Source: an optimization exercise on an open RTL-to-GDS flow (aim: small area and a short achievable clock period). Production flows keep margins and buffers that such runs may drop. The RTL was checked by simulation tests, not by an equivalence proof against the original design. No activity file was given, so power comes from the tool's default toggle rates.

## flow/design.v (module list and top-level ports; edited modules follow where they fit)
// module divider: 3429 lines
module divider
(
    input              clk,
    input              reset,
    input  [31:0]      A,
    input  [31:0]      B,
    input              start,
    input  [7:0]       Physical_address_in,
    input  [31:0]      PC_in,
    input              divider_op_in,
    output             divide_zero_exception,
    output [31:0]      Result,
    output [7:0]       Physical_address_out,
    output [31:0]      PC_out,
    output             done
);
  // ...
==> flow/run.sh <==
#!/bin/bash
# synth_recipe.tcl (not shown) runs the flow's synth.tcl, then flattens the netlist and writes it again
# the make line also repeats each setting of config.mk as NAME=value (left out here)
make -C /OpenROAD-flow-scripts/flow DESIGN_CONFIG=/design/flow/config.mk WORK_HOME=/design/flow/orfs CLKGATE_MAP_FILE= SYNTH_SCRIPT=/design/flow/synth_recipe.tcl finish
==> flow/config.mk <==
export PLATFORM = sky130hd
export DESIGN_NAME = divider
export DESIGN_NICKNAME = divider
export VERILOG_FILES = /design/flow/design.v
export SDC_FILE = /design/flow/constraint.sdc
export NUM_CORES = 8
export LEC_CHECK = 0
export ABC_AREA = 1
export CAP_MARGIN = 20
export CORE_MARGIN = 2
export CORE_UTILIZATION = 40
export CTS_CLUSTER_DIAMETER = 80
export CTS_CLUSTER_SIZE = 32
export GPL_TIMING_DRIVEN = 0
export SLEW_MARGIN = 20
==> flow/constraint.sdc <==
create_clock -name core_clock -period 8.0 [get_ports {clk}]
set_input_delay 1.6000 -clock core_clock [delete_from_list [all_inputs] [get_ports {clk}]]
set_output_delay 1.6000 -clock core_clock [all_outputs]
set_load 0.01 [all_outputs]
==> impl_metrics.env, run 1 <==
export IMPL_cts_htree_levels=2
export IMPL_tap_cells=1917
export IMPL_peakVddDrop_uv=206
export IMPL_tightest_slew_ns=1.09
export IMPL_syn_inst=7087
export IMPL_cts_tree="built"
export IMPL_synth_commonest_cells="nand2_1, inv_1, ha_1"
export IMPL_combinationalPowerShare=0.426
export IMPL_drcViolationCount=0
export IMPL_utilization=0.477
export IMPL_final_common_cell="nand2_1"
export IMPL_routedWlPerCell_um=20.8
export IMPL_synth_flop_cell="dfxtp_1"
export IMPL_setup_violations_final=0
export IMPL_r2r_start="e4[3]"
export IMPL_yosysTopAreaCell="dfxtp_1"
export IMPL_fmax_ghz=0.129
export IMPL_yosysUniqueCellTypes=65
export IMPL_hold_viol=0
export IMPL_period_needed_ns=7.77
export IMPL_grt_usage=0.257
export IMPL_clkPwrFrac=0.231
export IMPL_grt_util_met2=0.416
export IMPL_ys_seq_elements=790
export IMPL_outcome="no timing/DRC/antenna violations"
export IMPL_vias_per_cell=5.28
export IMPL_grt_busiest_layer="met2"
Testbench counts, summed over its fixed seeds: latency 120,000, ops 24,000.
==> run 2: changes to the inputs <==
==> flow/flow/run.sh (new file) <==
#!/bin/bash
set -euo pipefail
export BUFFER_PORTS_ARGS="-buffer_cell sky130_fd_sc_hd__buf_2"
export RECOVER_POWER=100
bash standard.sh > standard.log 2>&1
==> flow/standard.sh (new file) <==
#!/bin/bash
# synth_recipe.tcl (not shown) runs the flow's synth.tcl, then flattens the netlist and writes it again
# the make line also repeats each setting of config.mk as NAME=value (left out here)
make -C /OpenROAD-flow-scripts/flow DESIGN_CONFIG=/design/flow/config.mk WORK_HOME=/design/flow/orfs CLKGATE_MAP_FILE= SYNTH_SCRIPT=/design/flow/synth_recipe.tcl "${@:-finish}"
--- a/flow/config.mk
+++ b/flow/config.mk
@@ -9,7 +9,8 @@
 export CAP_MARGIN = 20
 export CORE_MARGIN = 2
 export CORE_UTILIZATION = 40
-export CTS_CLUSTER_DIAMETER = 80
-export CTS_CLUSTER_SIZE = 32
+export CTS_CLUSTER_DIAMETER = 100
+export CTS_CLUSTER_SIZE = 28
 export GPL_TIMING_DRIVEN = 0
+export SETUP_SLACK_MARGIN = 0.1
 export SLEW_MARGIN = 20
removed: flow/run.sh
==> run 2 against run 1 <==
  * Still clean on timing, DRC and antenna
  * Clock power down 21%
  * Hold slack better by 0.014 ns
  * Count of clock-buffer cells in the layout down 15
  * Cell count about the same
  * Sequential share of layout area up 0.37 points
  * Synthesized cell count unchanged
  * Global-route usage up 0.59 points
  * Synthesized area unchanged
  * Register-to-register slack about the same
  * Final area down 1.7%
  * Clock skew up 0.018 ns
  * Critical path type is now flop to flop
  * Critical endpoint is now x4[31]
  * Largest cell class unchanged
  * Highest routed layer unchanged
==> impl_metrics.env, run 2 <==
export IMPL_yosysWarnings=1
export IMPL_initial_utilization=0.403
export IMPL_r2r_end="x4[31]"
export IMPL_fmax_ghz=0.130
export IMPL_ys_seq_elements=790
export IMPL_clkPwrFrac=0.192
export IMPL_placedCellCount=9186
export IMPL_antenna_left=0
export IMPL_drtIter0Drc=3242
export IMPL_routed_wl_mm=202
export IMPL_tightest_slew_ns=1.23
export IMPL_p_seq_frac=0.363
export IMPL_netSwitchingPower_w=0.00556
export IMPL_vias_per_cell=5.27
export IMPL_drv_slew=0
export IMPL_cap_viol_max_count=0
export IMPL_synth_area_leaders="dfxtp_1, ha_1, fa_1"
export IMPL_p_total_w=0.0133
export IMPL_numCtsBuffers=42
export IMPL_synth_commonest_cells="nand2_1, inv_1, ha_1"
export IMPL_end_kind="flop"
export IMPL_top_layer="met5"
export IMPL_io_pins=182
export IMPL_fin_crit_sh=0.964
export IMPL_num_rows=140
export IMPL_finalNetCount=8888
export IMPL_cts_hold_buffers=0
export IMPL_hold_end="x3[3]"
export IMPL_root_buffer="clkbuf_16"
export IMPL_syn_inst=7087
export IMPL_hpwlAfterDp_mm=166
export IMPL_syn_area_per_cell_um2=8.30
export IMPL_fin_area_um2=68300
export IMPL_finalNonFillerCells=9513
export IMPL_clock_sinks=790
export IMPL_p_leak_nw=33.2
export IMPL_worstPathArrival_ns=8.30
export IMPL_switching_share=0.419
export IMPL_grt_pass1_vias=49200
export IMPL_final_common_cell="nand2_1"
export IMPL_p_per_area_nw_per_um2=194
export IMPL_cp_common_cell="nand2_1"
export IMPL_rsz0062_at_grt="true"
export IMPL_cts_tree="built"
export IMPL_cp_start_kind="flop"
export IMPL_yosysMostFrequentCell="nand2_1"
export IMPL_synth_nets=8404
export IMPL_worstSkewPairLatency_ns=0.68
export IMPL_grt_ovfl_total=0
export IMPL_first_pass_iters=6
export IMPL_dieHeight_um=387
export IMPL_rr_worst_depth=47
export IMPL_yosysUniqueCellTypes=65
export IMPL_outcome="no timing/DRC/antenna violations"
export IMPL_setup_violations_final=0
export IMPL_cp_slowest_cell="dfxtp_1"
export IMPL_ys_async_sr_fraction=0
export IMPL_globalplace_congestion=0.981
export IMPL_final_cell_mix="nand2_1, inv_1, ha_1"
export IMPL_vias=50100
export IMPL_cts_htree_levels=2
export IMPL_intPower_w=0.00771
export IMPL_ys_seq_area_frac=0.269
export IMPL_hold_start="x2[3]"
export IMPL_drcViolationCount=0
export IMPL_portBuffers=181
export IMPL_clk_path_buf_depth=3
export IMPL_wl_met3_mm=13.4
export IMPL_required_ns=8.59
export IMPL_wl_met2_mm=92.9
export IMPL_crit_fanout=10
export IMPL_crit_type="flop to flop"
export IMPL_syn_to_final_growth_pct=16.2
export IMPL_hold_class="flop to flop"
export IMPL_synth_top_area_share=0.269
export IMPL_yosysTopAreaCell="dfxtp_1"
export IMPL_relSlewSlack=0.182
export IMPL_postPlaceCellArea_um2=62100
export IMPL_synth_edf_count=0
export IMPL_period_needed_ns=7.71
export IMPL_whs_ns=0.325
export IMPL_fillers=14400
export IMPL_combinationalPowerShare=0.445
export IMPL_clkSlewWorstSetupHoldPaths_ns=0.11
export IMPL_skew_ns=0.0607
export IMPL_worst_hold_path_num_cells=0
export IMPL_grt_usage=0.263
export IMPL_setup_tns_ns=0
export IMPL_hold_viol=0
export IMPL_coreArea_um2=146000
export IMPL_antenna_found_initial=18
export IMPL_r2r_start="e3[3]"
export IMPL_routedWlPerCell_um=21.3
export IMPL_r2r_slack_ns=0.29
export IMPL_grt_max_degree=29
export IMPL_grt_pass1_wl_mm=301
export IMPL_die_w_um=387
export IMPL_peakVddDrop_uv=154
export IMPL_synth_flop_cell="dfxtp_1"
export IMPL_critPathMaxStageDelay_ns=0.60
export IMPL_drive_gt1_frac=0.151
export IMPL_m1WireLength_mm=84.6
export IMPL_die_area_um2=150000
export IMPL_syn_area_um2=58800
==> run 2: changes by cell type in the layout (fill, tap and decap cells not counted), sizes merged, moves of 6 or more <==
cell	before	now
clkdlybuf4s50	165	0
clkinv	24	8
inv	854	845
clkbuf	97	194
clkinvlp	50	56
buf	324	418
dlymetal6s2s	14	0
==> run 2: how the worst max path moves through the flow <==
stage | slack, ns | to | startpoint | cells past startpoint
finish | 0.29 | x4[31] | e3[3] | 47
global route | -0.05 | x4[31] | e3[3] | 54
CTS | 0.10 | x4[30] | e3[0] | 53
detailed placement | -2.48 | x4[13] | e3[0] | 54
global placement | -2.44 | x4[13] | e3[0] | 54
floorplan | 0.70 | x4[30] | e3[0] | 53
==> run 2: through the flow <==
step                      setup WS, ns   util
after floorplan                  0.703      -
final                            0.288  0.469
after global routing           -0.0455  0.469
after detailed placement         -2.48  0.426
after CTS                        0.100  0.452
after global placement           -2.44  0.426
==> run 2: cell families after synthesis <==
kind of cell | Yosys count | share of synthesized area
fa+ha+maj | 1209 | 0.307
simple gates | 2766 | 0.204
xor+xnor | 366 | 0.0545
compound gates | 937 | 0.0981
buf+inv | 1019 | 0.0672
flops | 790 | 0.269
==> run 2: power groups by stage <==
stage / clock [W] / combinational, W / sequential, W
detailed placement: 0 / 0.00536 / 0.00491
finish: 0.00255 / 0.00591 / 0.00481
CTS: 0.00263 / 0.00561 / 0.00481
floorplan: 0 / 0.00385 / 0.00462
global placement: 0 / 0.00523 / 0.00490
global route: 0.00276 / 0.00665 / 0.00485
==> run 2: final cells by class <==
cell class / count / area (µm²) / area share
multi-input cells: 5278 / 41100 / 0.602
repair buffers: 440 / 2760 / 0.0404
clock inverters: 20 / 347 / 0.00507
well taps: 1917 / 2400 / 0.0351
flip-flops and latches: 790 / 16000 / 0.234
inverters: 890 / 3570 / 0.0523
diodes: 6 / 15.0 / 0.000220
plain buffers: 129 / 1050 / 0.0154
clock buffers: 43 / 1050 / 0.0154
==> run 2: timing repair <==
action	CTS	global route
cloned	0	1
resized for setup	456	396
pin swaps	39	83
endpoints found under the setup margin	98	100
buffers inserted	122	135
==> run 2: layer usage <==
layer  vias to the layer above  global-route usage
li1                      24200                   -
met1                     24000               0.332
met2                      1444               0.439
met3                       401              0.0441
met4                        12               0.120
met5                         -                   0
==> run 2: worst max-delay path: cells and delay by family (launching register included) <==
| family | cells | cell delay, ns |
|---|---|---|
| AOI/OAI and AO/OA | 13 | 2.04 |
| xor gates and xnor gates | 1 | 0.21 |
| adders and majority gates | 4 | 1.48 |
| and+or+nand+nor | 20 | 1.99 |
| DFF | 1 | 0.60 |
| buffers and inverters | 9 | 1.25 |
==> run 3: changes to the inputs <==
--- a/flow/config.mk
+++ b/flow/config.mk
@@ -12,5 +12,4 @@
 export CTS_CLUSTER_DIAMETER = 100
 export CTS_CLUSTER_SIZE = 28
 export GPL_TIMING_DRIVEN = 0
-export SETUP_SLACK_MARGIN = 0.1
 export SLEW_MARGIN = 20
==> run 3 against run 2 <==
  * Still clean
  * Fmax shrank 0.15%
  * Non-clock buffer count fell by 33
  * Combinational power decreased by 0.8%
  * Register-to-register slack hardly changed
  * Count of clock-buffer cells in the layout unchanged
  * Via count shrank 0.30%
  * Die area did not move
  * Global-route usage fell by 0.075 points
  * Utilization decreased by 0.24 points
  * Critical path depth shrank 3
  * Largest cell class unchanged
==> impl_metrics.env, run 3 <==
export IMPL_ys_seq_area_frac=0.269
export IMPL_crit_start="e4[15]"
export IMPL_synth_xor_area_share=0.0545
export IMPL_synthAdderAreaFrac=0.307
export IMPL_synth_edf_count=0
export IMPL_p_leak_nw=33.3
export IMPL_wl_met2_mm=93.0
export IMPL_cap_viol_max_count=0
export IMPL_cts_tree="built"
export IMPL_relSlewSlack=0.274
export IMPL_p_total_w=0.0132
export IMPL_rsz0062_at_grt="true"
export IMPL_drive_gt1_frac=0.158
export IMPL_worstPathArrival_ns=8.33
export IMPL_num_rows=140
export IMPL_cts_htree_levels=2
export IMPL_root_buffer="clkbuf_16"
export IMPL_setup_tns_ns=0
export IMPL_critPathMaxStageDelay_ns=0.58
export IMPL_portBuffers=181
export IMPL_fmax_ghz=0.129
export IMPL_cp_slowest_cell="dfxtp_1"
export IMPL_combinationalPowerShare=0.443
export IMPL_m1WireLength_mm=84.9
export IMPL_yosysUniqueCellTypes=65
export IMPL_die_w_um=387
export IMPL_outcome="no timing/DRC/antenna violations"
export IMPL_clock_sinks=790
export IMPL_wl_met3_mm=13.0
export IMPL_synth_compound_area_frac=0.0981
export IMPL_required_ns=8.61
export IMPL_peakVddDrop_uv=154
export IMPL_hold_class="flop to flop"
export IMPL_synth_area_leaders="dfxtp_1, ha_1, fa_1"
export IMPL_routedWlPerCell_um=21.3
export IMPL_drv_slew=0
export IMPL_fillers=14400
export IMPL_setup_violations_final=0
export IMPL_top_layer="met5"
export IMPL_p_seq_frac=0.364
export IMPL_synth_commonest_cells="nand2_1, inv_1, ha_1"
export IMPL_globalplace_congestion=0.981
export IMPL_seq_area_um2=16000
export IMPL_dieHeight_um=387
export IMPL_end_kind="flop"
export IMPL_final_cell_mix="nand2_1, inv_1, ha_1"
export IMPL_intPower_w=0.00769
export IMPL_vias_per_cell=5.27
export IMPL_netSwitchingPower_w=0.00553
export IMPL_muxShareOfSynthArea=0
export IMPL_grt_pass1_vias=49100
export IMPL_grt_ovfl_total=0
export IMPL_io_pins=182
export IMPL_vias=50000
export IMPL_skew_ns=0.0580
export IMPL_syn_area_per_cell_um2=8.30
export IMPL_clkPwrFrac=0.193
export IMPL_antenna_left=0
export IMPL_routed_wl_mm=202
export IMPL_grt_pass1_wl_mm=300
export IMPL_hpwlAfterDp_mm=166
export IMPL_initial_utilization=0.403
export IMPL_die_area_um2=150000
export IMPL_synth_flop_cell="dfxtp_1"
export IMPL_clk_path_buf_depth=3
export IMPL_numCtsBuffers=42
export IMPL_syn_to_final_growth_pct=15.6
export IMPL_drtIter0Drc=3396
export IMPL_first_pass_iters=5
export IMPL_yosysMostFrequentCell="nand2_1"
export IMPL_synth_top_family_by_area="adder cells"
export IMPL_coreArea_um2=146000
export IMPL_grt_usage=0.262
export IMPL_ys_seq_elements=790
export IMPL_drcViolationCount=0
export IMPL_ys_async_sr_fraction=0
export IMPL_clkSlewWorstSetupHoldPaths_ns=0.11
export IMPL_finalNetCount=8855
export IMPL_yosysWarnings=1
export IMPL_hold_start="x2[3]"
export IMPL_worstSkewPairLatency_ns=0.68
export IMPL_syn_area_um2=58800
export IMPL_hold_viol=0
export IMPL_yosysTopAreaCell="dfxtp_1"
export IMPL_antenna_found_initial=20
export IMPL_period_needed_ns=7.72
export IMPL_tightest_slew_ns=1.08
export IMPL_synth_simple_gate_area_frac=0.204
export IMPL_multi_input_area_um2=40900
export IMPL_fin_crit_sh=0.965
export IMPL_p_per_area_nw_per_um2=194
export IMPL_switching_share=0.418
export IMPL_r2r_start="e4[15]"
export IMPL_cp_common_cell="nand2_1"
export IMPL_crit_fanout=10
export IMPL_cp_start_kind="flop"
export IMPL_synth_nets=8404
export IMPL_synth_top_area_share=0.269
export IMPL_crit_type="flop to flop"
export IMPL_final_common_cell="nand2_1"
export IMPL_syn_inst=7087
export IMPL_grt_max_degree=29
run 3: cell counts after synthesis:
Identical to the previous run, type by type.
run 3: stage by stage:
step / cells / hold WS (ns) / worst slack [ns] / cell area [µm²] / util
after floorplan: 7087 / 0.310 / 0.703 / 58800 / -
after global placement: 9185 / 0.310 / -2.44 / 62100 / 0.426
after detailed placement: 9186 / 0.312 / -2.48 / 62100 / 0.426
after CTS: 9357 / 0.329 / 0.000764 / 65600 / 0.450
after global routing: 9474 / 0.332 / -0.0842 / 68000 / 0.466
final: 9479 / 0.327 / 0.277 / 68000 / 0.466
run 3: final cells by class:
class	count	area share
Multi-Input combinational cell	5278	0.601
Inverter	890	0.0525
Antenna cell	5	0.000184
Clock inverter	20	0.00510
Tap cell	1917	0.0353
Buffer	129	0.0153
Sequential cell	790	0.236
Timing Repair Buffer	407	0.0392
Clock buffer	43	0.0155
run 3: cell families after synthesis:
family          after synthesis
simple gates               2766
fa+ha+maj                  1209
buf+inv                    1019
compound gates              937
flops                       790
xor+xnor                    366
run 3: timing repair:
item / 4_1_cts / 5_1_grt
setup endpoints to repair: 93 / 100
setup buffers: 108 / 116
hold buffers: 0 / 0
gates cloned: 0 / 1
pin swaps: 32 / 66
resized for setup: 401 / 385
run 3: worst max-delay path: cells and delay by family (launching register included):
kind / cells / cell delay [ns]
buffers and inverters: 5 / 0.66
AND/OR/NAND/NOR: 27 / 3.36
adder cells (fa/ha/maj): 4 / 1.50
XOR/XNOR: 1 / 0.13
AO/OA/AOI/OAI: 7 / 1.38
flip-flops: 1 / 0.58
run 3: path summary, 6_finish.rpt:
kind / to / slack [ns] / cells after the start
hold reg to reg: x3[3] / 0.33 / 0
setup reg to reg: x5[25] / 0.28 / 44
hold / removal: x3[3] / 0.33 / 0
setup / recovery: x5[25] / 0.28 / 44
run 3: power groups by stage:
stage          combinational (W)  clock [W]  sequential, W
6_report                 0.00586    0.00255        0.00481
5_1_grt                  0.00660    0.00277        0.00485
4_1_cts                  0.00559    0.00263        0.00481
3_5_place_dp             0.00536          0        0.00491
3_3_place_gp             0.00523          0        0.00490
2_1_floorplan            0.00385          0        0.00462
run 3: metal layers:
| metal | vias up | track usage |
|---|---|---|
| li1 | 24200 | - |
| met1 | 24000 | 0.330 |
| met2 | 1461 | 0.436 |
| met3 | 376 | 0.0455 |
| met4 | 12 | 0.121 |
| met5 | - | 0 |
==> run 4: changes to the inputs <==
--- a/flow/config.mk
+++ b/flow/config.mk
@@ -6,10 +6,10 @@
 export NUM_CORES = 8
 export LEC_CHECK = 0
 export ABC_AREA = 1
-export CAP_MARGIN = 20
+export CAP_MARGIN = 5
 export CORE_MARGIN = 2
 export CORE_UTILIZATION = 40
 export CTS_CLUSTER_DIAMETER = 100
 export CTS_CLUSTER_SIZE = 28
 export GPL_TIMING_DRIVEN = 0
-export SLEW_MARGIN = 20
+export SLEW_MARGIN = 5
==> run 4 against run 3 <==
  * Cell count barely moved
  * Combinational power barely moved
  * Critical path depth rose by 10
  * Register-to-register slack improved by 0.05 ns
  * Fmax rose by 0.70%
  * Largest cell class unchanged
  * Hold slack got worse by 0.0071 ns
  * Via count fell by 0.47%
  * Setup slack improved by 0.053 ns
  * Synthesized cell count did not move
  * Still clean on timing, DRC and antenna
  * Final area rose by 0.10%
  * Highest routed layer unchanged
  * Largest power group unchanged
  * Global-route usage rose by 0.078 points
  * Sequential share of layout area barely moved
==> impl_metrics.env, run 4 <==
export IMPL_outcome="no timing/DRC/antenna violations"
export IMPL_p_leak_nw=33.4
export IMPL_antenna_found_initial=17
export IMPL_crit_start="d3[2]"
export IMPL_clk_path_buf_depth=3
export IMPL_whs_ns=0.320
export IMPL_multi_input_area_um2=41000
export IMPL_synth_top_area_share=0.269
export IMPL_num_rows=140
export IMPL_grt_pass1_vias=49300
export IMPL_drcViolationCount=0
export IMPL_ys_seq_area_frac=0.269
export IMPL_crit_type="flop to flop"
export IMPL_ys_async_sr_fraction=0
export IMPL_grt_pass1_wl_mm=300
export IMPL_fillers=14300
export IMPL_period_needed_ns=7.67
export IMPL_die_w_um=387
export IMPL_initial_utilization=0.403
export IMPL_cp_start_kind="flop"
export IMPL_skew_ns=0.0591
export IMPL_critPathMaxStageDelay_ns=0.43
export IMPL_end_kind="flop"
export IMPL_postPlaceCellArea_um2=62100
export IMPL_r2r_slack_ns=0.33
export IMPL_numCtsBuffers=45
export IMPL_placedCellCount=9186
export IMPL_hold_class="flop to flop"
export IMPL_grt_ovfl_total=0
export IMPL_cp_endpoint="x4[30]"
export IMPL_required_ns=8.59
export IMPL_cp_slowest_cell="dfxtp_4"
export IMPL_syn_inst=7087
export IMPL_fin_area_um2=68100
export IMPL_syn_to_final_growth_pct=15.8
export IMPL_r2r_end="x4[30]"
export IMPL_coreArea_um2=146000
export IMPL_setup_tns_ns=0
export IMPL_fmax_ghz=0.130
export IMPL_cts_tree="built"
export IMPL_seq_area_um2=16000
export IMPL_drive_gt1_frac=0.158
export IMPL_synth_commonest_cells="nand2_1, inv_1, ha_1"
export IMPL_p_per_area_nw_per_um2=196
export IMPL_globalplace_congestion=0.981
export IMPL_yosysUniqueCellTypes=65
export IMPL_dieHeight_um=387
export IMPL_io_pins=182
export IMPL_ys_seq_elements=790
export IMPL_synth_edf_count=0
export IMPL_setup_violations_final=0
export IMPL_rr_worst_depth=54
export IMPL_first_pass_iters=9
export IMPL_clkSlewWorstSetupHoldPaths_ns=0.10
export IMPL_utilization=0.467
export IMPL_die_area_um2=150000
export IMPL_portBuffers=181
export IMPL_finalNonFillerCells=9473
export IMPL_final_common_cell="nand2_1"
export IMPL_synth_nets=8404
export IMPL_relSlewSlack=0.163
export IMPL_yosysTopAreaCell="dfxtp_1"
export IMPL_synth_flop_cell="dfxtp_1"
export IMPL_vias=49700
export IMPL_syn_area_per_cell_um2=8.30
export IMPL_path_depth=54
export IMPL_hold_viol=0
export IMPL_vias_per_cell=5.25
export IMPL_drtIter0Drc=3193
export IMPL_cap_viol_max_count=0
export IMPL_critical_path_top_delay_family="simple AND/OR/NAND/NOR gates"
export IMPL_final_cell_mix="nand2_1, inv_1, ha_1"
export IMPL_r2r_start="d3[2]"
export IMPL_routed_wl_mm=202
export IMPL_yosysWarnings=1
export IMPL_fin_crit_sh=0.959
export IMPL_antenna_left=0
export IMPL_routedWlPerCell_um=21.3
export IMPL_peakVddDrop_uv=150
export IMPL_grt_usage=0.263
export IMPL_yosysMostFrequentCell="nand2_1"
export IMPL_rsz0062_at_grt="true"
export IMPL_synth_area_leaders="dfxtp_1, ha_1, fa_1"
export IMPL_hpwlAfterDp_mm=166
export IMPL_finalNetCount=8842
export IMPL_worstPathArrival_ns=8.26
export IMPL_worstSkewPairLatency_ns=0.70
export IMPL_crit_fanout=6
export IMPL_root_buffer="clkbuf_16"
export IMPL_syn_area_um2=58800
export IMPL_tightest_slew_ns=1.24
export IMPL_drv_slew=0
export IMPL_cts_htree_levels=2
export IMPL_grt_max_degree=29
export IMPL_clock_sinks=790
export IMPL_cp_num_buf_inv=9
run 4: cell counts after synthesis:
Identical to the previous run, type by type.
run 4: through the flow:
step	worst slack [ns]	total power (W)
global placement	-2.44	0.0101
detailed placement	-2.52	0.0103
global route	-0.0890	0.0144
CTS	0.00288	0.0132
floorplan	0.703	0.00847
finish	0.330	0.0134
run 4: worst min path at each step:
stage	start	endpoint	slack (ns)	cells past startpoint
final	pc3[2]	pc4[2]	0.32	0
after detailed placement	pa4[1]	pa5[1]	0.31	0
after floorplan	op1	op2	0.31	0
after CTS	pc3[2]	pc4[2]	0.32	0
after global placement	pc2[21]	pc3[21]	0.31	0
after global routing	pc3[2]	pc4[2]	0.32	0
run 4: cell families (layout without fill, tap and decap cells):
logic type | count (synthesis) | in the layout | synth area share
AND/OR/NAND/NOR | 2766 | 2766 | 0.204
adder cells (fa/ha/maj) | 1209 | 1209 | 0.307
buffers and inverters | 1019 | 1480 | 0.0672
AO/OA/AOI/OAI | 937 | 937 | 0.0981
flip-flops | 790 | 790 | 0.269
XOR/XNOR | 366 | 366 | 0.0545
other | 0 | 8 | 0
run 4: layout make-up:
class                   instances  share of cell area
clock inverters                23             0.00575
flip-flops and latches        790               0.235
plain buffers                 129              0.0151
clock buffers                  47              0.0168
well taps                    1917              0.0352
inverters                     890              0.0523
repair buffers                391              0.0370
diodes                          8            0.000294
multi-input cells            5278               0.602
run 4: what timing repair did:
action | 4_1_cts | 5_1_grt
pin swaps | 37 | 65
gates cloned | 0 | 1
resized for setup | 423 | 367
endpoints found under the setup margin | 92 | 100
hold endpoints to repair | 0 | 0
hold buffers | 0 | 0
buffers inserted | 113 | 95
run 4: report_power, final:
group          internal, W  switching (W)  leakage [nW]
clock network      0.00116        0.00152         0.737
registers          0.00429       0.000526          6.64
logic              0.00233        0.00353          26.0
run 4: routing by layer:
layer	share of wire	track usage	vias to the layer above
li1	-	-	24200
met1	0.42	0.329	23800
met2	0.46	0.436	1400
met3	0.068	0.0487	388
met4	0.056	0.124	10
met5	0.00032	0	-
run 4: worst register-to-register path, delay by kind of cell, from the launching register on:
kind / cells / cell delay [ns]
AO/OA/AOI/OAI: 10 / 1.62
adder cells (fa/ha/maj): 4 / 1.20
buffers and inverters: 9 / 1.00
flip-flops: 1 / 0.43
AND/OR/NAND/NOR: 31 / 3.32
==> run 5: changes to the inputs <==
--- a/flow/config.mk
+++ b/flow/config.mk
@@ -12,4 +12,5 @@
 export CTS_CLUSTER_DIAMETER = 100
 export CTS_CLUSTER_SIZE = 28
 export GPL_TIMING_DRIVEN = 0
+export SETUP_SLACK_MARGIN = 0.5
 export SLEW_MARGIN = 5
==> run 5 against run 4 <==
  * Synthesized cell count is the same
  * Combinational power rose by 7.3%
  * Power is 3.2% higher
  * Register-to-register slack gained 0.05 ns
  * Critical path type unchanged
  * Sequential power about the same
  * Critical endpoint unchanged
  * Still clean on timing, DRC and antenna
  * Sequential share of layout area decreased by 1.3 points
==> impl_metrics.env, run 5 <==
export IMPL_outcome="no timing/DRC/antenna violations"
export IMPL_ys_async_sr_fraction=0
export IMPL_portBuffers=181
export IMPL_drive_gt1_frac=0.199
export IMPL_root_buffer="clkbuf_16"
export IMPL_yosysWarnings=1
export IMPL_critical_path_top_delay_family="simple AND/OR/NAND/NOR gates"
export IMPL_combinationalPowerShare=0.456
export IMPL_synth_nets=8404
export IMPL_drv_slew=0
export IMPL_required_ns=8.54
export IMPL_coreArea_um2=146000
export IMPL_dieHeight_um=387
export IMPL_io_pins=182
export IMPL_p_seq_frac=0.349
export IMPL_num_rows=140
export IMPL_skew_ns=0.0623
export IMPL_ys_seq_area_frac=0.269
export IMPL_p_leak_nw=34.4
export IMPL_drcViolationCount=0
export IMPL_drtIter0Drc=3430
export IMPL_syn_to_final_growth_pct=22.3
export IMPL_yosysUniqueCellTypes=65
export IMPL_grt_pass1_vias=50300
export IMPL_synth_top_area_share=0.269
export IMPL_p_total_w=0.0138
export IMPL_use_met3=0.0460
export IMPL_die_w_um=387
export IMPL_p_per_area_nw_per_um2=192
export IMPL_fillers=14000
export IMPL_grt_busiest_layer="met2"
export IMPL_intPower_w=0.00801
export IMPL_crit_fanout=8
export IMPL_grt_max_degree=29
export IMPL_first_pass_iters=6
export IMPL_netSwitchingPower_w=0.00577
export IMPL_rsz0062_at_grt="true"
export IMPL_crit_start="d3[17]"
export IMPL_clock_sinks=790
export IMPL_critPathMaxStageDelay_ns=0.54
export IMPL_hold_class="flop to flop"
export IMPL_syn_area_um2=58800
export IMPL_synth_area_leaders="dfxtp_1, ha_1, fa_1"
export IMPL_initial_utilization=0.403
export IMPL_placedCellCount=9186
export IMPL_grt_ovfl_total=0
export IMPL_finalNonFillerCells=9684
export IMPL_cap_viol_max_count=0
export IMPL_postPlaceCellArea_um2=62100
export IMPL_end_kind="flop"
export IMPL_clkSlewWorstSetupHoldPaths_ns=0.10
export IMPL_setup_violations_final=0
export IMPL_routed_wl_mm=210
export IMPL_fmax_ghz=0.131
export IMPL_yosysTopAreaCell="dfxtp_1"
export IMPL_cts_tree="built"
export IMPL_r2r_start="d3[17]"
export IMPL_cp_slowest_cell="dfxtp_1"
export IMPL_routedWlPerCell_um=21.6
export IMPL_setup_tns_ns=0
export IMPL_relSlewSlack=0.155
export IMPL_globalplace_congestion=0.981
export IMPL_grt_util_met2=0.444
export IMPL_whs_ns=0.319
export IMPL_crit_type="flop to flop"
export IMPL_fin_crit_sh=0.953
export IMPL_tightest_slew_ns=1.26
export IMPL_yosysMostFrequentCell="nand2_1"
export IMPL_hold_start="x1[5]"
export IMPL_ys_seq_elements=790
export IMPL_vias_per_cell=5.29
export IMPL_grt_usage=0.268
export IMPL_hold_viol=0
export IMPL_worstPathArrival_ns=8.16
export IMPL_antenna_found_initial=22
export IMPL_die_area_um2=150000
export IMPL_multi_input_area_um2=42900
export IMPL_vias=51300
export IMPL_hpwlAfterDp_mm=166
export IMPL_cp_start_kind="flop"
export IMPL_synth_flop_cell="dfxtp_1"
export IMPL_syn_inst=7087
export IMPL_period_needed_ns=7.62
export IMPL_syn_area_per_cell_um2=8.30
export IMPL_cp_num_buf_inv=8
export IMPL_grt_use_met1=0.336
export IMPL_clkPwrFrac=0.195
export IMPL_cp_common_cell="nand2_4"
export IMPL_cts_htree_levels=2
export IMPL_switching_share=0.419
export IMPL_peakVddDrop_uv=149
export IMPL_synth_edf_count=0
export IMPL_finalNetCount=9057
export IMPL_numCtsBuffers=45
export IMPL_worstSkewPairLatency_ns=0.70
export IMPL_fin_area_um2=71900
export IMPL_cts_hold_buffers=0
export IMPL_grt_pass1_wl_mm=306
export IMPL_clk_path_buf_depth=3
export IMPL_final_cell_mix="nand2_1, inv_1, dfxtp_1"
export IMPL_synth_commonest_cells="nand2_1, inv_1, ha_1"
export IMPL_final_common_cell="nand2_1"
export IMPL_antenna_left=0
export IMPL_seq_area_um2=16000
-- run 5: power groups by stage --
stage                     clock, W  combinational, W  sequential, W
after floorplan                  0           0.00385        0.00462
after global placement           0           0.00523        0.00490
after detailed placement         0           0.00535        0.00491
after CTS                  0.00277           0.00582        0.00481
after global routing       0.00289           0.00703        0.00484
final                      0.00268           0.00629        0.00481
-- run 5: logic make-up after synthesis --
family | count (synthesis) | share of synthesized area
AO/OA/AOI/OAI | 937 | 0.0981
XOR/XNOR | 366 | 0.0545
adder cells (fa/ha/maj) | 1209 | 0.307
buffers and inverters | 1019 | 0.0672
flip-flops | 790 | 0.269
AND/OR/NAND/NOR | 2766 | 0.204
-- run 5: final timing paths --
| kind | end | slack, ns | cells past startpoint |
|---|---|---|---|
| worst min register to register | x2[5] | 0.32 | 0 |
| worst min-delay path | x2[5] | 0.32 | 0 |
| worst max-delay path | x4[30] | 0.38 | 49 |
| worst max register to register | x4[30] | 0.38 | 49 |
-- run 5: repair_timing --
action / CTS / global route
setup buffers: 248 / 167
pin swaps: 107 / 263
gates resized for setup: 726 / 654
gates cloned: 1 / 8
setup endpoints to repair: 100 / 100
-- run 5: cell type report --
class | count | share of cell area
inverters | 890 | 0.0510
multi-input cells | 5278 | 0.597
plain buffers | 129 | 0.0178
diodes | 4 | 0.000139
repair inverters | 1 | 0.000122
well taps | 1917 | 0.0334
clock buffers | 47 | 0.0159
repair buffers | 605 | 0.0575
clock inverters | 23 | 0.00545
flip-flops and latches | 790 | 0.222
-- run 5: per-stage QoR --
stage / setup WS (ns) / util
final: 0.376 / 0.493
after global routing: 0.0917 / 0.493
after CTS: 0.482 / 0.467
after detailed placement: -2.52 / 0.426
after global placement: -2.44 / 0.426
after floorplan: 0.703 / -
-- run 5: layer usage --
| layer | wire length [µm] | vias up |
|---|---|---|
| li1 | - | 24600 |
| met4 | 13400 | 12 |
| met3 | 14200 | 516 |
| met5 | 82 | - |
| met1 | 86300 | 24500 |
| met2 | 95600 | 1618 |
-- run 5: worst reg2reg max path, delay by kind of cell, from the launching register on --
| kind | cells | cell delay, ns |
|---|---|---|
| fa+ha+maj | 3 | 0.92 |
| compound gates | 12 | 2.20 |
| buf+inv | 8 | 1.07 |
| simple gates | 26 | 2.76 |
| flops | 1 | 0.54 |
==> run 6: changes to the inputs <==
--- a/flow/config.mk
+++ b/flow/config.mk
@@ -12,5 +12,5 @@
 export CTS_CLUSTER_DIAMETER = 100
 export CTS_CLUSTER_SIZE = 28
 export GPL_TIMING_DRIVEN = 0
-export SETUP_SLACK_MARGIN = 0.5
+export SETUP_SLACK_MARGIN = 0.1
 export SLEW_MARGIN = 5
==> run 6 against run 5 <==
  * Combinational power fell by 5.7%
  * Critical path depth rose by 5
  * Die area did not move
  * Final area fell by 4.6%
  * Utilization fell by 2.3 points
  * Fmax fell by 1.0%
  * Register-to-register slack got worse by 0.08 ns
  * Clock skew fell by 0.0029 ns
  * Largest cell class unchanged
  * Largest power group unchanged
==> impl_metrics.env, run 6 <==
export IMPL_worstPathArrival_ns=8.29
export IMPL_antenna_left=0
export IMPL_setup_violations_final=0
export IMPL_cp_num_buf_inv=22
export IMPL_grt_max_degree=29
export IMPL_dieHeight_um=387
export IMPL_cts_tree="built"
export IMPL_p_leak_nw=33.3
export IMPL_vias_per_cell=5.26
export IMPL_cp_start_kind="flop"
export IMPL_first_pass_iters=8
export IMPL_p_seq_frac=0.359
export IMPL_die_w_um=387
export IMPL_clkSlewWorstSetupHoldPaths_ns=0.10
export IMPL_num_rows=140
export IMPL_numCtsBuffers=45
export IMPL_cp_common_cell="buf_4"
export IMPL_required_ns=8.59
export IMPL_cap_viol_max_count=0
export IMPL_syn_to_final_growth_pct=16.7
export IMPL_switching_share=0.418
export IMPL_hold_viol=0
export IMPL_grt_pass1_vias=49500
export IMPL_crit_type="flop to flop"
export IMPL_antenna_found_initial=17
export IMPL_setup_tns_ns=0
export IMPL_drcViolationCount=0
export IMPL_fin_crit_sh=0.963
export IMPL_synth_area_leaders="dfxtp_1, ha_1, fa_1"
export IMPL_finalNetCount=8903
export IMPL_cts_htree_levels=2
export IMPL_yosysUniqueCellTypes=65
export IMPL_coreArea_um2=146000
export IMPL_io_pins=182
export IMPL_relSlewSlack=0.182
export IMPL_drv_slew=0
export IMPL_hpwlAfterDp_mm=166
export IMPL_final_common_cell="nand2_1"
export IMPL_initial_utilization=0.403
export IMPL_synth_top_area_share=0.269
export IMPL_synth_nets=8404
export IMPL_cp_slowest_cell="fa_1"
export IMPL_intPower_w=0.00781
export IMPL_ys_seq_area_frac=0.269
export IMPL_worstSkewPairLatency_ns=0.70
export IMPL_yosysWarnings=1
export IMPL_hold_class="flop to flop"
export IMPL_syn_area_um2=58800
export IMPL_period_needed_ns=7.70
export IMPL_drive_gt1_frac=0.151
export IMPL_fmax_ghz=0.130
export IMPL_die_area_um2=150000
export IMPL_critPathMaxStageDelay_ns=0.44
export IMPL_netSwitchingPower_w=0.00562
export IMPL_yosysMostFrequentCell="nand2_1"
export IMPL_portBuffers=181
export IMPL_syn_area_per_cell_um2=8.30
export IMPL_skew_ns=0.0594
export IMPL_grt_busiest_layer="met2"
export IMPL_grt_util_met2=0.439
export IMPL_ys_async_sr_fraction=0
export IMPL_drtIter0Drc=3362
export IMPL_peakVddDrop_uv=150
export IMPL_grt_usage=0.264
export IMPL_crit_fanout=8
export IMPL_routed_wl_mm=203
export IMPL_globalplace_congestion=0.981
export IMPL_use_met3=0.0481
export IMPL_p_per_area_nw_per_um2=196
export IMPL_clk_path_buf_depth=3
export IMPL_clkPwrFrac=0.200
export IMPL_rsz0062_at_grt="true"
export IMPL_critical_path_top_delay_family="buffers and inverters"
export IMPL_outcome="no timing/DRC/antenna violations"
export IMPL_fillers=14300
export IMPL_synth_edf_count=0
export IMPL_synth_commonest_cells="nand2_1, inv_1, ha_1"
export IMPL_grt_ovfl_total=0
export IMPL_vias=50100
export IMPL_grt_pass1_wl_mm=302
export IMPL_fin_area_um2=68600
export IMPL_root_buffer="clkbuf_16"
export IMPL_grt_use_met1=0.331
export IMPL_postPlaceCellArea_um2=62100
export IMPL_syn_inst=7087
export IMPL_clock_sinks=790
export IMPL_end_kind="flop"
export IMPL_synth_flop_cell="dfxtp_1"
export IMPL_final_cell_mix="nand2_1, inv_1, ha_1"
export IMPL_ys_seq_elements=790
export IMPL_yosysTopAreaCell="dfxtp_1"
export IMPL_combinationalPowerShare=0.442
export IMPL_tightest_slew_ns=1.22
export IMPL_routedWlPerCell_um=21.3
[run 6: cell counts after synthesis]
No cell type changed its count.
[run 6: path summary, 6_finish.rpt]
path         slack [ns]  cells after the start  startpoint      to
max                0.30                     54       d3[2]  x4[30]
min                0.32                      0      pc3[2]  pc4[2]
max reg2reg        0.30                     54       d3[2]  x4[30]
min reg2reg        0.32                      0      pc3[2]  pc4[2]
[run 6: cells by family (layout without fill, tap and decap cells)]
kind of cell	after synthesis	count (layout)	synth area share
and+or+nand+nor	2766	2766	0.204
adders and majority gates	1209	1209	0.307
buffers and inverters	1019	1541	0.0672
AOI/OAI and AO/OA	937	937	0.0981
DFF	790	790	0.269
xor gates and xnor gates	366	366	0.0545
other	0	7	0
[run 6: power by group through the flow]
| stage | Clock (W) | Combinational (W) | Sequential [W] |
|---|---|---|---|
| floorplan | 0 | 0.00385 | 0.00462 |
| global placement | 0 | 0.00523 | 0.00490 |
| detailed placement | 0 | 0.00535 | 0.00491 |
| CTS | 0.00277 | 0.00563 | 0.00482 |
| global route | 0.00289 | 0.00667 | 0.00485 |
| finish | 0.00268 | 0.00593 | 0.00481 |
[run 6: what timing repair did]
item	CTS	global route
setup buffers	149	121
hold buffers	0	0
pin swaps	42	93
resized for setup	472	408
endpoints found under the setup margin	96	100
[run 6: final cells by class]
| type | instances | area [µm²] | share of cell area |
|---|---|---|---|
| flip-flops and latches | 790 | 16000 | 0.233 |
| diodes | 7 | 17.5 | 0.000255 |
| well taps | 1917 | 2400 | 0.0350 |
| clock inverters | 23 | 392 | 0.00571 |
| repair buffers | 452 | 2790 | 0.0407 |
| inverters | 890 | 3580 | 0.0521 |
| plain buffers | 129 | 1040 | 0.0151 |
| clock buffers | 47 | 1140 | 0.0167 |
| multi-input cells | 5278 | 41200 | 0.601 |
[run 6: through the flow]
step	total power [W]	util	setup slack (ns)	hold slack (ns)	cells
after floorplan	0.00847	-	0.703	0.310	7087
after global placement	0.0101	0.426	-2.44	0.310	9185
after detailed placement	0.0103	0.426	-2.52	0.312	9186
after CTS	0.0132	0.455	0.101	0.317	9405
after global routing	0.0144	0.471	0.00251	0.318	9526
final	0.0134	0.471	0.298	0.320	9533
[run 6: layer usage]
metal	share of wire	routed length [µm]	vias up
met5	0.00036	74	-
met4	0.057	11700	12
met3	0.065	13200	402
met2	0.46	93100	1426
met1	0.42	85300	24000
li1	-	-	24300
==> run 7: changes to the inputs <==
==> flow/flow/run.sh (replaced) <==
#!/bin/bash
set -euo pipefail
export BUFFER_PORTS_ARGS="-buffer_cell sky130_fd_sc_hd__buf_2"
export RECOVER_POWER=100
export SKIP_GATE_CLONING=1
bash standard.sh > standard.log 2>&1
==> run 7 against run 6 <==
  * Hold slack is the same
  * Sequential power about the same
  * Cell count unchanged
  * Synthesized area unchanged
  * First-iteration DRC count stayed put
  * Count of clock-buffer cells in the layout unchanged
  * Register-to-register slack about the same
  * Critical path depth unchanged
  * Setup slack is the same
  * Die area stayed put
  * Highest routed layer unchanged
  * Sequential share of layout area did not move
==> impl_metrics.env, run 7 <==
export IMPL_grt_pass1_vias=49500
export IMPL_rsz0062_at_grt="true"
export IMPL_numCtsBuffers=45
export IMPL_required_ns=8.59
export IMPL_syn_to_final_growth_pct=16.7
export IMPL_path_depth=54
export IMPL_worstPathArrival_ns=8.29
export IMPL_cts_hold_buffers=0
export IMPL_cts_tree="built"
export IMPL_yosysWarnings=1
export IMPL_cp_start_kind="flop"
export IMPL_synth_simple_gate_area_frac=0.204
export IMPL_first_pass_iters=8
export IMPL_syn_area_per_cell_um2=8.30
export IMPL_antenna_found_initial=17
export IMPL_critPathMaxStageDelay_ns=0.44
export IMPL_grt_pass1_wl_mm=302
export IMPL_p_leak_nw=33.3
export IMPL_synth_flop_cell="dfxtp_1"
export IMPL_tightest_slew_ns=1.22
export IMPL_synth_area_leaders="dfxtp_1, ha_1, fa_1"
export IMPL_crit_fanout=8
export IMPL_end_kind="flop"
export IMPL_grt_ovfl_total=0
export IMPL_cp_slowest_cell="fa_1"
export IMPL_period_needed_ns=7.70
export IMPL_coreArea_um2=146000
export IMPL_final_cell_mix="nand2_1, inv_1, ha_1"
export IMPL_antenna_left=0
export IMPL_crit_type="flop to flop"
export IMPL_drive_gt1_frac=0.151
export IMPL_num_rows=140
export IMPL_synth_compound_area_frac=0.0981
export IMPL_synth_nets=8404
export IMPL_synthAdderAreaFrac=0.307
export IMPL_hold_class="flop to flop"
export IMPL_rr_worst_depth=54
export IMPL_yosysMostFrequentCell="nand2_1"
export IMPL_globalplace_congestion=0.981
export IMPL_worst_hold_path_num_cells=0
export IMPL_cts_htree_levels=2
export IMPL_skew_ns=0.0594
export IMPL_p_seq_frac=0.359
export IMPL_yosysTopAreaCell="dfxtp_1"
export IMPL_whs_ns=0.320
export IMPL_fmax_ghz=0.130
export IMPL_utilization=0.471
export IMPL_setup_violations_final=0
export IMPL_placedCellCount=9186
export IMPL_ys_async_sr_fraction=0
export IMPL_outcome="no timing/DRC/antenna violations"
export IMPL_synth_edf_count=0
export IMPL_fillers=14300
export IMPL_syn_area_um2=58800
export IMPL_io_pins=182
export IMPL_synth_top_family_by_area="adder cells"
export IMPL_synth_xor_area_share=0.0545
export IMPL_clock_sinks=790
export IMPL_final_common_cell="nand2_1"
export IMPL_syn_inst=7087
export IMPL_vias=50100
export IMPL_synth_commonest_cells="nand2_1, inv_1, ha_1"
export IMPL_critical_path_top_delay_family="buffers and inverters"
export IMPL_cap_viol_max_count=0
export IMPL_fin_area_um2=68600
export IMPL_root_buffer="clkbuf_16"
export IMPL_dieHeight_um=387
export IMPL_combinationalPowerShare=0.442
export IMPL_muxShareOfSynthArea=0
export IMPL_synth_top_area_share=0.269
export IMPL_portBuffers=181
export IMPL_routed_wl_mm=203
export IMPL_clkSlewWorstSetupHoldPaths_ns=0.10
export IMPL_grt_usage=0.264
export IMPL_fin_crit_sh=0.963
export IMPL_die_w_um=387
export IMPL_intPower_w=0.00781
export IMPL_drcViolationCount=0
export IMPL_finalNetCount=8903
export IMPL_switching_share=0.418
export IMPL_clkPwrFrac=0.200
export IMPL_routedWlPerCell_um=21.3
export IMPL_hold_viol=0
export IMPL_cp_num_buf_inv=22
export IMPL_relSlewSlack=0.182
export IMPL_drtIter0Drc=3362
export IMPL_postPlaceCellArea_um2=62100
export IMPL_cp_common_cell="buf_4"
export IMPL_initial_utilization=0.403
export IMPL_netSwitchingPower_w=0.00562
export IMPL_worstSkewPairLatency_ns=0.70
export IMPL_ys_seq_area_frac=0.269
export IMPL_grt_max_degree=29
export IMPL_clk_path_buf_depth=3
export IMPL_yosysUniqueCellTypes=65
export IMPL_multi_input_area_um2=41200
export IMPL_finalNonFillerCells=9533
export IMPL_seq_area_um2=16000
export IMPL_peakVddDrop_uv=150
export IMPL_p_per_area_nw_per_um2=196
export IMPL_ys_seq_elements=790
export IMPL_drv_slew=0
export IMPL_vias_per_cell=5.26
export IMPL_hpwlAfterDp_mm=166
export IMPL_die_area_um2=150000
==> run 7: final timing paths <==
kind	startpoint	endpoint	slack (ns)
setup reg to reg	d3[2]	x4[30]	0.30
setup / recovery	d3[2]	x4[30]	0.30
hold / removal	pc3[2]	pc4[2]	0.32
hold reg to reg	pc3[2]	pc4[2]	0.32
==> run 7: cells by family (layout without fill, tap and decap cells) <==
logic type	Yosys count	in the layout
AND/OR/NAND/NOR	2766	2766
adder cells (fa/ha/maj)	1209	1209
buffers and inverters	1019	1541
AO/OA/AOI/OAI	937	937
flip-flops	790	790
XOR/XNOR	366	366
other	0	7
==> run 7: cell type report <==
class	instances	area share
timing repair buffer	452	0.0407
multi-input combinational	5278	0.601
antenna	7	0.000255
tap	1917	0.0350
buffer	129	0.0151
clock inverter	23	0.00571
clock buffer	47	0.0167
inverter	890	0.0521
sequential	790	0.233
==> run 7: what timing repair did <==
item,in CTS,in global routing
hold endpoints to repair,0,0
setup buffers,149,121
pin swaps,42,93
endpoints found under the setup margin,96,100
gates resized for setup,472,408
==> run 7: power by group through the flow <==
stage / Sequential (W) / Combinational [W] / Clock (W)
after floorplan: 0.00462 / 0.00385 / 0
after global placement: 0.00490 / 0.00523 / 0
after detailed placement: 0.00491 / 0.00535 / 0
after CTS: 0.00482 / 0.00563 / 0.00277
after global routing: 0.00485 / 0.00667 / 0.00289
final: 0.00481 / 0.00593 / 0.00268
==> run 7: routing by layer <==
layer / track usage / share of wire
met5: 0 / 0.00036
met2: 0.439 / 0.46
met1: 0.331 / 0.42
met3: 0.0481 / 0.065
met4: 0.124 / 0.057
==> run 7: stage by stage <==
stage / total power [W] / setup WS (ns) / setup TNS [ns]
final: 0.0134 / 0.298 / 0
after global routing: 0.0144 / 0.00251 / 0
after detailed placement: 0.0103 / -2.52 / -146.14
after global placement: 0.0101 / -2.44 / -139.23
after floorplan: 0.00847 / 0.703 / 0
after CTS: 0.0132 / 0.101 / 0
==> run 8: changes to the inputs <==
==> flow/flow/run.sh (replaced) <==
#!/bin/bash
set -euo pipefail
export BUFFER_PORTS_ARGS="-buffer_cell sky130_fd_sc_hd__buf_2"
export RECOVER_POWER=100

bash standard.sh > standard.log 2>&1
--- a/flow/config.mk
+++ b/flow/config.mk
@@ -12,5 +12,6 @@
 export CTS_CLUSTER_DIAMETER = 100
 export CTS_CLUSTER_SIZE = 28
 export GPL_TIMING_DRIVEN = 0
+export PLACE_DENSITY = 0.7
 export SETUP_SLACK_MARGIN = 0.1
 export SLEW_MARGIN = 5
==> run 8 against run 7 <==
  * Synthesized area did not move
  * Clock power barely moved
  * Non-clock buffer count fell by 8
  * Count of clock-buffer cells in the layout fell by 2
  * Cell count fell by 0.12%
  * Synthesized cell count did not move
  * Final area fell by 0.27%
  * Global-route usage barely moved
  * Utilization fell by 0.13 points
  * Critical path type unchanged
  * Largest cell class unchanged
==> impl_metrics.env, run 8 <==
export IMPL_finalNonFillerCells=9522
export IMPL_relSlewSlack=0.275
export IMPL_synth_flop_cell="dfxtp_1"
export IMPL_crit_start="e4[22]"
export IMPL_p_leak_nw=33.3
export IMPL_cts_tree="built"
export IMPL_end_kind="flop"
export IMPL_rr_worst_depth=48
export IMPL_numCtsBuffers=44
export IMPL_routedWlPerCell_um=21.5
export IMPL_fin_crit_sh=0.971
export IMPL_synth_commonest_cells="nand2_1, inv_1, ha_1"
export IMPL_cp_slowest_cell="dfxtp_1"
export IMPL_dieHeight_um=387
export IMPL_ys_seq_area_frac=0.269
export IMPL_ys_seq_elements=790
export IMPL_syn_inst=7087
export IMPL_die_area_um2=150000
export IMPL_synth_top_area_share=0.269
export IMPL_clock_sinks=790
export IMPL_drtIter0Drc=4371
export IMPL_syn_to_final_growth_pct=16.4
export IMPL_yosysUniqueCellTypes=65
export IMPL_setup_violations_final=0
export IMPL_routed_wl_mm=205
export IMPL_crit_fanout=10
export IMPL_yosysTopAreaCell="dfxtp_1"
export IMPL_grt_usage=0.264
export IMPL_initial_utilization=0.403
export IMPL_cts_htree_levels=2
export IMPL_r2r_start="e4[22]"
export IMPL_whs_ns=0.317
export IMPL_die_w_um=387
export IMPL_synth_edf_count=0
export IMPL_outcome="no timing/DRC/antenna violations"
export IMPL_intPower_w=0.00780
export IMPL_first_pass_iters=8
export IMPL_netSwitchingPower_w=0.00565
export IMPL_antenna_left=0
export IMPL_antenna_found_initial=12
export IMPL_root_buffer="clkbuf_16"
export IMPL_yosysWarnings=1
export IMPL_final_common_cell="nand2_1"
export IMPL_ys_async_sr_fraction=0
export IMPL_p_seq_frac=0.363
export IMPL_portBuffers=181
export IMPL_r2r_slack_ns=0.23
export IMPL_vias_per_cell=5.38
export IMPL_worstSkewPairLatency_ns=0.69
export IMPL_grt_ovfl_total=0
export IMPL_drive_gt1_frac=0.149
export IMPL_cap_viol_max_count=0
export IMPL_finalNetCount=8894
export IMPL_globalplace_congestion=0.993
export IMPL_clkPwrFrac=0.198
export IMPL_r2r_end="x5[18]"
export IMPL_syn_area_per_cell_um2=8.30
export IMPL_io_pins=182
export IMPL_critPathMaxStageDelay_ns=0.73
export IMPL_rsz0062_at_grt="true"
export IMPL_grt_pass1_wl_mm=301
export IMPL_switching_share=0.420
export IMPL_peakVddDrop_uv=182
export IMPL_synth_nets=8404
export IMPL_period_needed_ns=7.77
export IMPL_yosysMostFrequentCell="nand2_1"
export IMPL_combinationalPowerShare=0.438
export IMPL_drcViolationCount=0
export IMPL_cp_start_kind="flop"
export IMPL_hpwlAfterDp_mm=164
export IMPL_p_per_area_nw_per_um2=197
export IMPL_drv_slew=0
export IMPL_crit_type="flop to flop"
export IMPL_num_rows=140
export IMPL_placedCellCount=9186
export IMPL_hold_class="flop to flop"
export IMPL_vias=51200
export IMPL_cp_common_cell="nand2_1"
export IMPL_worstPathArrival_ns=8.34
export IMPL_tightest_slew_ns=1.08
export IMPL_clk_path_buf_depth=3
export IMPL_coreArea_um2=146000
export IMPL_cp_endpoint="x5[18]"
export IMPL_clkSlewWorstSetupHoldPaths_ns=0.10
export IMPL_skew_ns=0.0345
export IMPL_syn_area_um2=58800
export IMPL_p_total_w=0.0134
export IMPL_hold_start="pa4[2]"
export IMPL_fmax_ghz=0.129
export IMPL_grt_max_degree=29
export IMPL_final_cell_mix="nand2_1, inv_1, ha_1"
export IMPL_hold_viol=0
export IMPL_grt_pass1_vias=49500
export IMPL_required_ns=8.58
export IMPL_synth_area_leaders="dfxtp_1, ha_1, fa_1"
## run 8: worst min path at each step
stage / end / cells past startpoint
2_1_floorplan: op2 / 0
3_3_place_gp: pc4[11] / 0
3_5_place_dp: pa2[1] / 0
4_1_cts: pa5[2] / 0
5_1_grt: q5[7] / 0
6_report: pa5[2] / 0
## run 8: logic make-up (layout without fill, tap and decap cells)
kind of cell,count (synthesis),after routing,share of synthesized area
xor gates and xnor gates,366,366,0.0545
DFF,790,790,0.269
other,0,5,0
buffers and inverters,1019,1532,0.0672
AOI/OAI and AO/OA,937,937,0.0981
adders and majority gates,1209,1209,0.307
and+or+nand+nor,2766,2766,0.204
## run 8: power groups by stage
stage | registers [W] | clock network, W | logic [W]
global route | 0.00490 | 0.00289 | 0.00659
CTS | 0.00487 | 0.00275 | 0.00553
global placement | 0.00496 | 0 | 0.00515
floorplan | 0.00462 | 0 | 0.00385
detailed placement | 0.00496 | 0 | 0.00530
finish | 0.00488 | 0.00267 | 0.00590
## run 8: timing repair
| item | CTS | global route |
|---|---|---|
| hold endpoints to repair | 0 | 0 |
| pin swaps | 26 | 79 |
| buffers inserted | 113 | 147 |
| resized for setup | 401 | 452 |
| setup endpoints to repair | 98 | 100 |
| gates cloned | 0 | 2 |
| hold buffers | 0 | 0 |
## run 8: metal layers
metal  track usage  share of wire  vias up
met5             0        0.00040        -
met4         0.150          0.065       12
met3        0.0373          0.080      547
met2         0.425           0.45     2087
met1         0.340           0.41    24300
li1              -              -    24300
## run 8: area by class of cell
type	count	area (µm²)
sequential	790	16000
fill	14200	77300
tap	1917	2400
inverter	890	3560
multi-input combinational	5278	41100
clock inverter	24	449
timing repair buffer	444	2760
clock buffer	45	1110
buffer	129	1040
antenna	5	12.5
## run 8: critical path, delay by kind of cell, from the launching register on
kind	cells	cell delay (ns)
compound gates	7	1.26
fa+ha+maj	3	0.95
flops	1	0.73
buf+inv	5	0.84
simple gates	33	3.84
## run 8: metrics by stage
| step | setup slack (ns) | util | cell area [µm²] | setup TNS, ns |
|---|---|---|---|---|
| final | 0.234 | 0.470 | 68400 | 0 |
| after detailed placement | -1.98 | 0.426 | 62100 | -139.34 |
| after global routing | -0.105 | 0.470 | 68400 | -0.802 |
| after global placement | -1.89 | 0.426 | 62100 | -126.91 |
| after floorplan | 0.703 | - | 58800 | 0 |
| after CTS | 0.0823 | 0.451 | 65700 | 0 |
==> run 9: changes to the inputs <==
==> flow/flow/run.sh (replaced) <==
#!/bin/bash
set -euo pipefail
export BUFFER_PORTS_ARGS="-buffer_cell sky130_fd_sc_hd__buf_2"
export RECOVER_POWER=100
bash standard.sh > standard.log 2>&1
--- a/flow/config.mk
+++ b/flow/config.mk
@@ -11,7 +11,7 @@
 export CORE_UTILIZATION = 40
 export CTS_CLUSTER_DIAMETER = 100
 export CTS_CLUSTER_SIZE = 28
+export GPL_ROUTABILITY_DRIVEN = 0
 export GPL_TIMING_DRIVEN = 0
-export PLACE_DENSITY = 0.7
 export SETUP_SLACK_MARGIN = 0.1
 export SLEW_MARGIN = 5
==> run 9 against run 8 <==
  * Critical path type unchanged
  * First-iteration DRC count shrank 12%
  * Critical path depth increased by 6
  * Final area is 0.51% lower
  * Clock skew grew 0.024 ns
  * Combinational power shrank 0.8%
  * Clock power barely moved
  * Cell count down 0.34%
  * Power down 0.64%
==> impl_metrics.env, run 9 <==
export IMPL_clock_sinks=790
export IMPL_top_layer="met5"
export IMPL_fmax_ghz=0.130
export IMPL_clkSlewWorstSetupHoldPaths_ns=0.10
export IMPL_cp_slowest_cell="dfxtp_1"
export IMPL_antenna_left=0
export IMPL_final_cell_mix="nand2_1, inv_1, ha_1"
export IMPL_vias=50400
export IMPL_setup_violations_final=0
export IMPL_placedCellCount=9186
export IMPL_clk_path_buf_depth=3
export IMPL_yosysTopAreaCell="dfxtp_1"
export IMPL_dieHeight_um=387
export IMPL_setup_slack_ns=0.299
export IMPL_hold_class="flop to flop"
export IMPL_first_pass_iters=6
export IMPL_grt_max_degree=29
export IMPL_synth_commonest_cells="nand2_1, inv_1, ha_1"
export IMPL_grt_ovfl_total=0
export IMPL_ys_seq_elements=790
export IMPL_cts_hold_buffers=0
export IMPL_yosysUniqueCellTypes=65
export IMPL_relSlewSlack=0.217
export IMPL_cp_common_cell="nand2_1"
export IMPL_routedWlPerCell_um=20.9
export IMPL_p_per_area_nw_per_um2=196
export IMPL_cap_viol_max_count=0
export IMPL_hpwlAfterDp_mm=161
export IMPL_crit_fanout=10
export IMPL_fillers=14200
export IMPL_finalNonFillerCells=9490
export IMPL_hold_viol=0
export IMPL_post_place_ws_ns=-2.31
export IMPL_drive_gt1_frac=0.142
export IMPL_synth_top_area_share=0.269
export IMPL_whs_ns=0.322
export IMPL_io_pins=182
export IMPL_worstPathArrival_ns=8.27
export IMPL_cts_tree="built"
export IMPL_root_buffer="clkbuf_16"
export IMPL_crit_type="flop to flop"
export IMPL_p_leak_nw=33.1
export IMPL_setup_tns_ns=0
export IMPL_routed_wl_mm=198
export IMPL_die_area_um2=150000
export IMPL_drv_slew=0
export IMPL_end_kind="flop"
export IMPL_syn_to_final_growth_pct=15.8
export IMPL_m1WireLength_mm=80.8
export IMPL_r2r_slack_ns=0.30
export IMPL_numCtsBuffers=44
export IMPL_grt_pass1_vias=49000
export IMPL_wl_met3_mm=15.9
export IMPL_skew_ns=0.0589
export IMPL_grt_usage=0.255
export IMPL_yosysWarnings=1
export IMPL_outcome="no timing/DRC/antenna violations"
export IMPL_final_common_cell="nand2_1"
export IMPL_required_ns=8.57
export IMPL_yosysMostFrequentCell="nand2_1"
export IMPL_synth_nets=8404
export IMPL_r2r_start="e4[13]"
export IMPL_period_needed_ns=7.70
export IMPL_critPathMaxStageDelay_ns=0.55
export IMPL_syn_inst=7087
export IMPL_drcViolationCount=0
export IMPL_hold_start="pc4[26]"
export IMPL_num_rows=140
export IMPL_crit_start="e4[13]"
export IMPL_antenna_found_initial=23
export IMPL_rsz0062_at_grt="true"
export IMPL_fin_crit_sh=0.963
export IMPL_syn_area_per_cell_um2=8.30
export IMPL_synth_flop_cell="dfxtp_1"
export IMPL_finalNetCount=8862
export IMPL_peakVddDrop_uv=190
export IMPL_synth_edf_count=0
export IMPL_tightest_slew_ns=1.16
export IMPL_ys_async_sr_fraction=0
export IMPL_cp_num_buf_inv=7
export IMPL_syn_area_um2=58800
export IMPL_synth_area_leaders="dfxtp_1, ha_1, fa_1"
export IMPL_critical_path_top_delay_family="simple AND/OR/NAND/NOR gates"
export IMPL_wl_met2_mm=89.1
export IMPL_die_w_um=387
export IMPL_drtIter0Drc=3841
export IMPL_worstSkewPairLatency_ns=0.69
export IMPL_ys_seq_area_frac=0.269
export IMPL_portBuffers=181
export IMPL_coreArea_um2=146000
export IMPL_initial_utilization=0.403
export IMPL_vias_per_cell=5.31
export IMPL_cp_start_kind="flop"
export IMPL_cts_htree_levels=2
export IMPL_grt_pass1_wl_mm=293
==> run 9: logic make-up after synthesis <==
group	after synthesis	share of synthesized area
AOI/OAI and AO/OA	937	0.0981
xor gates and xnor gates	366	0.0545
adders and majority gates	1209	0.307
buffers and inverters	1019	0.0672
DFF	790	0.269
and+or+nand+nor	2766	0.204
==> run 9: worst register-to-register path: cells and delay by family (launching register included) <==
family                     cells  cell delay, ns
DFF                            1            0.55
adders and majority gates      3            0.97
AOI/OAI and AO/OA              8            1.28
and+or+nand+nor               36            3.72
buffers and inverters          7            1.03
==> run 9: path summary, 6_finish.rpt <==
| kind | endpoint | depth (start not counted) |
|---|---|---|
| setup / recovery | x5[25] | 54 |
| hold / removal | pc5[26] | 0 |
| setup reg to reg | x5[25] | 54 |
| hold reg to reg | pc5[26] | 0 |
==> run 9: repair_timing <==
item	4_1_cts	5_1_grt
pin swaps	30	81
resized for setup	416	408
buffers inserted	106	124
setup endpoints to repair	93	100
==> run 9: metrics by stage <==
stage,cell area (µm²),total power [W],utilization
after floorplan,58800,0.00847,-
after global placement,62100,0.0101,0.426
after detailed placement,62100,0.0102,0.426
after CTS,65800,0.0131,0.451
after global routing,68100,0.0143,0.467
final,68100,0.0134,0.467
==> run 9: final cells by class <==
cell class | instances | area, µm² | area share
Clock buffer | 47 | 1140 | 0.0168
Inverter | 890 | 3570 | 0.0524
Multi-Input combinational cell | 5278 | 41000 | 0.602
Clock inverter | 22 | 380 | 0.00559
Timing Repair Buffer | 412 | 2530 | 0.0372
Tap cell | 1917 | 2400 | 0.0352
Buffer | 129 | 1050 | 0.0154
Antenna cell | 5 | 12.5 | 0.000184
Sequential cell | 790 | 16000 | 0.235
==> run 9: routing by layer <==
metal  track usage  up-vias
li1              -    24200
met1         0.318    23900
met2         0.414     1746
met3        0.0516      459
met4         0.134       14
met5             0        -
==> run 9: report_power, final <==
| group | total, W | internal [W] | switching (W) |
|---|---|---|---|
| registers | 0.00481 | 0.00429 | 0.000519 |
| logic | 0.00585 | 0.00232 | 0.00354 |
| clock network | 0.00270 | 0.00118 | 0.00152 |
==> run 10: changes to the inputs <==
--- a/flow/config.mk
+++ b/flow/config.mk
@@ -11,7 +11,6 @@
 export CORE_UTILIZATION = 40
 export CTS_CLUSTER_DIAMETER = 100
 export CTS_CLUSTER_SIZE = 28
-export GPL_ROUTABILITY_DRIVEN = 0
 export GPL_TIMING_DRIVEN = 0
-export SETUP_SLACK_MARGIN = 0.1
+export SETUP_SLACK_MARGIN = 0.25
 export SLEW_MARGIN = 5
==> run 10 against run 9 <==
  * Still clean
  * Sequential cell count unchanged
  * Combinational power up 3%
  * Final area up 2.4%
  * First-iteration DRC count down 13%
  * Setup slack worse by 0.0041 ns
  * Critical path type unchanged
  * Global-route usage up 1.0 points
==> impl_metrics.env, run 10 <==
export IMPL_period_needed_ns=7.71
export IMPL_portBuffers=181
export IMPL_fmax_ghz=0.130
export IMPL_grt_max_degree=29
export IMPL_fin_area_um2=69700
export IMPL_utilization=0.478
export IMPL_clk_path_buf_depth=3
export IMPL_io_pins=182
export IMPL_yosysTopAreaCell="dfxtp_1"
export IMPL_cap_viol_max_count=0
export IMPL_worstSkewPairLatency_ns=0.70
export IMPL_syn_area_per_cell_um2=8.30
export IMPL_syn_inst=7087
export IMPL_hpwlAfterDp_mm=166
export IMPL_clkSlewWorstSetupHoldPaths_ns=0.10
export IMPL_cp_start_kind="flop"
export IMPL_num_rows=140
export IMPL_antenna_found_initial=19
export IMPL_critPathMaxStageDelay_ns=0.59
export IMPL_cts_htree_levels=2
export IMPL_cp_slowest_cell="dfxtp_1"
export IMPL_worstPathArrival_ns=8.32
export IMPL_required_ns=8.62
export IMPL_finalNetCount=8965
export IMPL_peakVddDrop_uv=149
export IMPL_final_cell_mix="nand2_1, inv_1, ha_1"
export IMPL_drive_gt1_frac=0.175
export IMPL_synth_flop_cell="dfxtp_1"
export IMPL_r2r_start="e4[13]"
export IMPL_setup_tns_ns=0
export IMPL_crit_type="flop to flop"
export IMPL_syn_area_um2=58800
export IMPL_die_area_um2=150000
export IMPL_coreArea_um2=146000
export IMPL_cp_common_cell="nand2_1"
export IMPL_antenna_left=0
export IMPL_routed_wl_mm=205
export IMPL_ys_seq_area_frac=0.269
export IMPL_r2r_end="x5[25]"
export IMPL_grt_pass1_vias=49700
export IMPL_rr_worst_depth=52
export IMPL_yosysWarnings=1
export IMPL_r2r_slack_ns=0.29
export IMPL_dieHeight_um=387
export IMPL_vias=50500
export IMPL_hold_start="pc3[2]"
export IMPL_root_buffer="clkbuf_16"
export IMPL_ys_seq_elements=790
export IMPL_outcome="no timing/DRC/antenna violations"
==> run 10: cell counts after synthesis <==
No cell type changed its count.
==> run 10: metrics by stage <==
| step | setup slack (ns) | hold slack (ns) | std cells | total power [W] |
|---|---|---|---|---|
| after CTS | 0.216 | 0.317 | 9423 | 0.0133 |
| final | 0.295 | 0.320 | 9593 | 0.0135 |
| after detailed placement | -2.52 | 0.312 | 9186 | 0.0103 |
| after global placement | -2.44 | 0.310 | 9185 | 0.0101 |
| after floorplan | 0.703 | 0.310 | 7087 | 0.00847 |
| after global routing | -0.0128 | 0.318 | 9589 | 0.0145 |
==> run 10: final cells by class <==
class	instances	area (µm²)	share of cell area
clock inverters	23	392	0.00562
plain buffers	129	1110	0.0160
repair buffers	514	3350	0.0480
inverters	890	3600	0.0516
multi-input cells	5278	41700	0.598
clock buffers	47	1140	0.0164
diodes	5	12.5	0.000180
flip-flops and latches	790	16000	0.229
well taps	1917	2400	0.0344
==> run 10: critical path: cells and delay by family (launching register included) <==
kind	cells	cell delay, ns
flops	1	0.59
fa+ha+maj	3	1.10
buf+inv	8	1.22
simple gates	34	3.41
compound gates	7	1.26
==> run 10: logic make-up after synthesis <==
| logic type | after synthesis | synth area share |
|---|---|---|
| AO/OA/AOI/OAI | 937 | 0.0981 |
| XOR/XNOR | 366 | 0.0545 |
| adder cells (fa/ha/maj) | 1209 | 0.307 |
| buffers and inverters | 1019 | 0.0672 |
| flip-flops | 790 | 0.269 |
| AND/OR/NAND/NOR | 2766 | 0.204 |
==> run 10: how the worst max path moves through the flow <==
stage | slack (ns) | end | startpoint | cells past startpoint
after floorplan | 0.70 | x4[30] | e3[0] | 53
after global placement | -2.44 | x4[13] | e3[0] | 54
after detailed placement | -2.52 | x4[8] | e3[0] | 52
after CTS | 0.22 | x5[25] | e4[3] | 58
after global routing | -0.01 | x5[31] | d4[6] | 51
final | 0.29 | x5[25] | e4[13] | 52
==> run 10: timing repair <==
| item | in CTS | in global routing |
|---|---|---|
| setup endpoints to repair | 99 | 100 |
| resized for setup | 536 | 476 |
| hold buffers | 0 | 0 |
| pin swaps | 52 | 128 |
| gates cloned | 0 | 1 |
| setup buffers | 167 | 164 |
==> run 10: power breakdown <==
group          internal (W)  switching [W]  total (W)  leakage (nW)
Combinational       0.00243        0.00361    0.00605          26.5
Clock               0.00116        0.00152    0.00268         0.737
Sequential          0.00429       0.000524    0.00482          6.64
==> run 10: routing by layer <==
metal / track usage / part of all wire / vias up
met5: 0 / 0.00043 / -
met4: 0.123 / 0.056 / 14
met3: 0.0468 / 0.066 / 424
met2: 0.442 / 0.46 / 1502
met1: 0.332 / 0.42 / 24100
li1: - / - / 24400
